This design comes from an exercise in tuning for small area, a short achievable clock period and few clock cycles per item on the open sky130 flow, not from production work.
Function not checked in this run: the RTL went through the layout flow alone.

$ cat design/flow/constraint.sdc
create_clock -name core_clock -period 16.0 [get_ports {clk}]
set_input_delay 3.2000 -clock core_clock [delete_from_list [all_inputs] [get_ports {clk}]]
set_output_delay 3.2000 -clock core_clock [all_outputs]
set_load 0.01 [all_outputs]
$ cat design/flow/run.sh
#!/bin/bash
# synth_recipe.tcl (not shown) runs the flow's synth.tcl, then flattens the netlist and writes it again
# the make line also repeats each setting of config.mk as NAME=value (left out here)
make -C /OpenROAD-flow-scripts/flow DESIGN_CONFIG=/design/flow/config.mk WORK_HOME=/design/flow/orfs CLKGATE_MAP_FILE= SYNTH_SCRIPT=/design/flow/synth_recipe.tcl finish
$ cat design/flow/design.v
module vs4x400_core (
    input clk, input reset,
    input start_search,
    input [9:0] vector_count, 
    input [7:0] dim_size,
    output reg [11:0] mem_addr,
    input signed [63:0] mem_data,
    output reg signed [31:0] max_score,
    output reg [7:0] winner_id,
    output reg busy
);
    reg signed [31:0] acc [0:7];
    reg [7:0] current_vec_id;
    reg [7:0] dim_cnt;
    integer i;
    localparam IDLE = 1'b0, RUN = 1'b1;
    reg state;
    wire signed [31:0] current_total_score = 
        (acc[0] + acc[1]) + (acc[2] + acc[3]) + 
        (acc[4] + acc[5]) + (acc[6] + acc[7]);
    wire signed [31:0] word_score =
        ($signed(mem_data[7:0])   * $signed(mem_data[15:8])) +
        ($signed(mem_data[23:16]) * $signed(mem_data[31:24])) +
        ($signed(mem_data[39:32]) * $signed(mem_data[47:40])) +
        ($signed(mem_data[55:48]) * $signed(mem_data[63:56]));
    wire signed [31:0] final_score = current_total_score + word_score;
    wire is_last_dim = (dim_cnt >= (dim_size >> 3) - 1);
    wire is_last_vec = (current_vec_id >= vector_count - 1);
    always @(posedge clk or posedge reset) begin
        if (reset) begin
            state <= IDLE; busy <= 0; max_score <= -32'sh7FFFFFFF;
            winner_id <= 8'hFF; mem_addr <= 0;
            current_vec_id <= 0; dim_cnt <= 0;
            for (i = 0; i < 8; i = i + 1) acc[i] <= 0;
        end else begin
            case (state)
                IDLE: begin
                    busy <= 0;
                    if (start_search) begin
                        state <= RUN; busy <= 1;
                        current_vec_id <= 0; dim_cnt <= 0; mem_addr <= 0;
                        max_score <= -32'sh7FFFFFFF;
                        for (i = 0; i < 8; i = i + 1) acc[i] <= 0;
                    end
                end
                RUN: begin
                    acc[0] <= acc[0] + ($signed(mem_data[7:0])   * $signed(mem_data[15:8]));
                    acc[1] <= acc[1] + ($signed(mem_data[23:16]) * $signed(mem_data[31:24]));
                    acc[2] <= acc[2] + ($signed(mem_data[39:32]) * $signed(mem_data[47:40]));
                    acc[3] <= acc[3] + ($signed(mem_data[55:48]) * $signed(mem_data[63:56]));
                    if (is_last_dim) begin
                        if (final_score > max_score) begin
                            max_score <= final_score;
                            winner_id <= current_vec_id;
                        end
                        if (is_last_vec) begin
                            state <= IDLE;
                        end else begin
                            current_vec_id <= current_vec_id + 1;
                            dim_cnt <= 0;
                            mem_addr <= mem_addr + 1;
                            for (i = 0; i < 8; i = i + 1) acc[i] <= 0;
                        end
                    end else begin
                        dim_cnt <= dim_cnt + 1;
                        mem_addr <= mem_addr + 1;
                    end
                end
            endcase
        end
    end
endmodule
$ cat design/flow/config.mk
export PLATFORM = sky130hd
export DESIGN_NAME = vs4x400_core
export DESIGN_NICKNAME = vs4x400_core
export VERILOG_FILES = /design/flow/design.v
export SDC_FILE = /design/flow/constraint.sdc
export NUM_CORES = 4
export LEC_CHECK = 0
export CAP_MARGIN = 20
export CORE_MARGIN = 2
export CORE_UTILIZATION = 40
export SLEW_MARGIN = 20
==> flow_metrics.env <==
export IMPL_ant_nets=0
export IMPL_slowest_delay_ns=0.55
export IMPL_period_share_pct=96.7
export IMPL_yosys_most_used_dff="dfrtp_1"
export IMPL_worst_slew_pin_slew_ns=1.11
export IMPL_clk_latency_ns=0.47
export IMPL_dieArea_um2=77600
export IMPL_grt_pass1_vias=23820
export IMPL_hold_class="register to register"
export IMPL_status="complete, no violations"
export IMPL_wl_per_cell_um=15.7
export IMPL_syn_nets=4148
export IMPL_fin_skew_ns=0.0130
export IMPL_seq_area_frac_synth_pct=16.5
export IMPL_utilization_pct=47.3
export IMPL_ys_ff_latch=198
export IMPL_startpoint="mem_data[9]"
export IMPL_numCtsBuffers=17
export IMPL_htree_levels=4
export IMPL_crit_path_top_delay_cell="fa_1"
export IMPL_die_width_um=279
export IMPL_worst_slack_ns=0.531
export IMPL_overflow=0
export IMPL_rows=100
export IMPL_synth_area_leaders="fa_1 (23%), dfrtp_1 (16%), ha_1 (14%), inv_1 (8.0%), xnor2_1 (4.3%)"
export IMPL_timing_rr_start="acc[0][1]"
export IMPL_synth_top_area_share_pct=23.2
export IMPL_r2r_end="max_score[17]"
export IMPL_first_iter_violations=1206
export IMPL_nFillCells=7214
export IMPL_finalSetupViolations=0
export IMPL_final_hold_violation_count=0
export IMPL_grt_max_degree=98
export IMPL_stdcell_area_um2=35300
export IMPL_ys_async_sr_fraction_pct=100
export IMPL_ios=138
export IMPL_crit_top_cell="fa_1"
export IMPL_cp_start_kind="input port"
export IMPL_cts_buffer_depth=2
export IMPL_yosysMostFrequentCell="inv_1"
export IMPL_clkTransAtPathRegs_ns=0.07
export IMPL_post_drt_via_cell_ratio=5.08
export IMPL_core_um2=74600
export IMPL_final_nets=4505
export IMPL_synthToLayoutAreaGrowth_pct=17.0
export IMPL_synthCells=3371
export IMPL_grt_first_pass_wirelength_um=121000
export IMPL_dp_slack_ns=-0.199
export IMPL_place_hpwl_um=61200
export IMPL_die_y_um=279
export IMPL_ys_warn_count=2
export IMPL_synth_top_area_cell="fa_1"
export IMPL_drive_gt1_share_pct=11.1
export IMPL_arrival_ns=15.83
export IMPL_synth_edff_count=0
export IMPL_rrSetupSlack_ns=8.72
export IMPL_numPortBuffers=134
export IMPL_grt_util_all_layers_pct=19.2
export IMPL_slew_violations=0
export IMPL_critical_path_class="input port to register"
export IMPL_reg2regPathDepth=31
export IMPL_dr_total_vias=23906
export IMPL_critPathRequiredTime_ns=16.36
export IMPL_initial_core_util_pct=40.4
export IMPL_drtPass1Iterations=5
export IMPL_fin_tns_setup_ns=0
export IMPL_drt_total_wl_um=73700
export IMPL_syn_cell_area_um2=30100
export IMPL_antenna_cells=0
export IMPL_dpl_cell_area_um2=34400
export IMPL_remaining_drc_errors=0
export IMPL_max_cap_viol_count=0
export IMPL_slew_headroom_pct=25.7
export IMPL_synth_cell_types=89
export IMPL_avgSynthCellArea_um2=8.94
export IMPL_clock_root_buffer="clkbuf_16"
export IMPL_cp_endpoint="max_score[17]"
export IMPL_gp_congestion=0.911
export IMPL_antenna_found_initial=0
export IMPL_clock_sinks=198
export IMPL_cts_tree="yes"
export IMPL_synth_common_cells="inv_1 (640), fa_1 (349), ha_1 (343)"
export IMPL_cp_end_kind="register"
export IMPL_period_needed_ns=15.47
export IMPL_fmax_ghz=0.0646
export IMPL_cp_max_fo=7
## cells by family (layout without fill, tap and decap cells)
group,count (synthesis),in the layout,share of synthesized area (%)
simple gates,820,820,13.7
mux,48,48,1.77
compound gates,686,686,14.9
xor+xnor,240,240,7.00
flops,198,198,16.5
fa+ha+maj,692,692,37.4
buf+inv,687,1057,8.70
## area by class of cell
| type | count | area (um2) | share of cell area (%) |
|---|---|---|---|
| clock buffers | 24 | 482 | 1.37 |
| clock inverters | 8 | 76.3 | 0.216 |
| inverters | 640 | 2410 | 6.83 |
| multi-input cells | 2486 | 22800 | 64.7 |
| flip-flops and latches | 198 | 4970 | 14.1 |
| well taps | 969 | 1210 | 3.44 |
| repair buffers | 385 | 3310 | 9.39 |
## worst max-delay path, delay by kind of cell
family	cells	cell delay [ns]
muxes	1	0.34
and+or+nand+nor	9	1.41
adders and majority gates	14	5.36
buffers and inverters	15	1.96
AOI/OAI and AO/OA	19	3.40
xor gates and xnor gates	1	0.14
## per-stage QoR
stage               cells  hold WS (ns)
finish               4710         0.497
global route         4710         0.525
CTS                  4704         0.500
detailed placement   4672         0.479
global placement     4672         0.466
floorplan            3371         0.493
## layout by cell type (no fill, tap or decap), drive strengths merged, types with 7 or more instances in the layout
master         Yosys  routed
o21bai            34      34
a22o               8       8
or2               11      11
o21a              34      34
dfrtp            188     188
a31oi             17      17
or3               10      10
a211oi            28      28
nand4             30      30
o22ai             48      48
and2             172     172
mux2              42      42
and3              27      27
o41ai              8       8
inv              640     640
clkbuf            30      25
clkdlybuf4s50      0     127
a21o              70      70
nor3              45      45
or4                7       7
nand2b            38      38
nor2b             32      32
nor2             166     166
dfstp             10      10
xor2              91      91
fa               349     349
o21ai            167     167
dlymetal6s2s       0       7
a21oi            172     172
ha               343     343
nand2            213     213
buf               17     250
nand3             47      47
xnor2            149     149
a2111oi            7       7
o211ai            15      15
o31ai             10      10
## sequential cells by signal, indices dropped and copies added, names as in the netlist
register and cells:
winner_id 8, acc 128, dim_cnt 8, mem_addr 12
max_score 32, current_vec_id 8, state 1, busy 1
## what timing repair did
item / in CTS / in global routing
hold buffers: 0 / 0
buffers inserted: 0 / 5
resized for setup: 0 / 45
endpoints found under the setup margin: 0 / 40
## routing by layer
metal | up-vias | track usage (%) | share of wire [%]
met5 | - | 0 | 0
met4 | 0 | 4.36 | 1.4
met3 | 57 | 1.96 | 4.0
met2 | 379 | 30.6 | 45
met1 | 11632 | 28.1 | 49
li1 | 11838 | - | -
## worst min-delay path by stage
stage                     from          to  slack (ns)  depth (start not counted)
floorplan           acc[2][31]  acc[2][31]        0.49                          2
global placement          busy        busy        0.47                          2
detailed placement        busy        busy        0.48                          2
CTS                       busy        busy        0.50                          2
global route              busy        busy        0.53                          2
finish                    busy        busy        0.50                          2

port drivers added, routing unchanged:
How much do the figures lean on ideal ports? The routed layout below was timed once more, with nothing changed but the port constraints.
Step 1: set_driving_cell puts a clkbuf_16 on clk and a buf_2 on each other input, an assumption about the parent block.
Step 2, shift: input delay + t, output delay - t, t = (earliest + latest rising clock arrival at the registers) / 2. This alone moves slack from input paths to output paths.
Slacks: no drivers / after step 1 / after step 2; pairs: no drivers / after step 1.
shift t [ns]: 0.520
slack for setup (ns): 0.531 / 0.561 / 0.042
worst hold slack (ns): 0.497 / 0.497 / 0.497
worst register clock-pin slew, ns: 0.08 / 0.08
After both steps this run still meets setup and hold. The setup slack of this run moves by +0.030 ns with the drivers and by -0.489 ns with both steps.
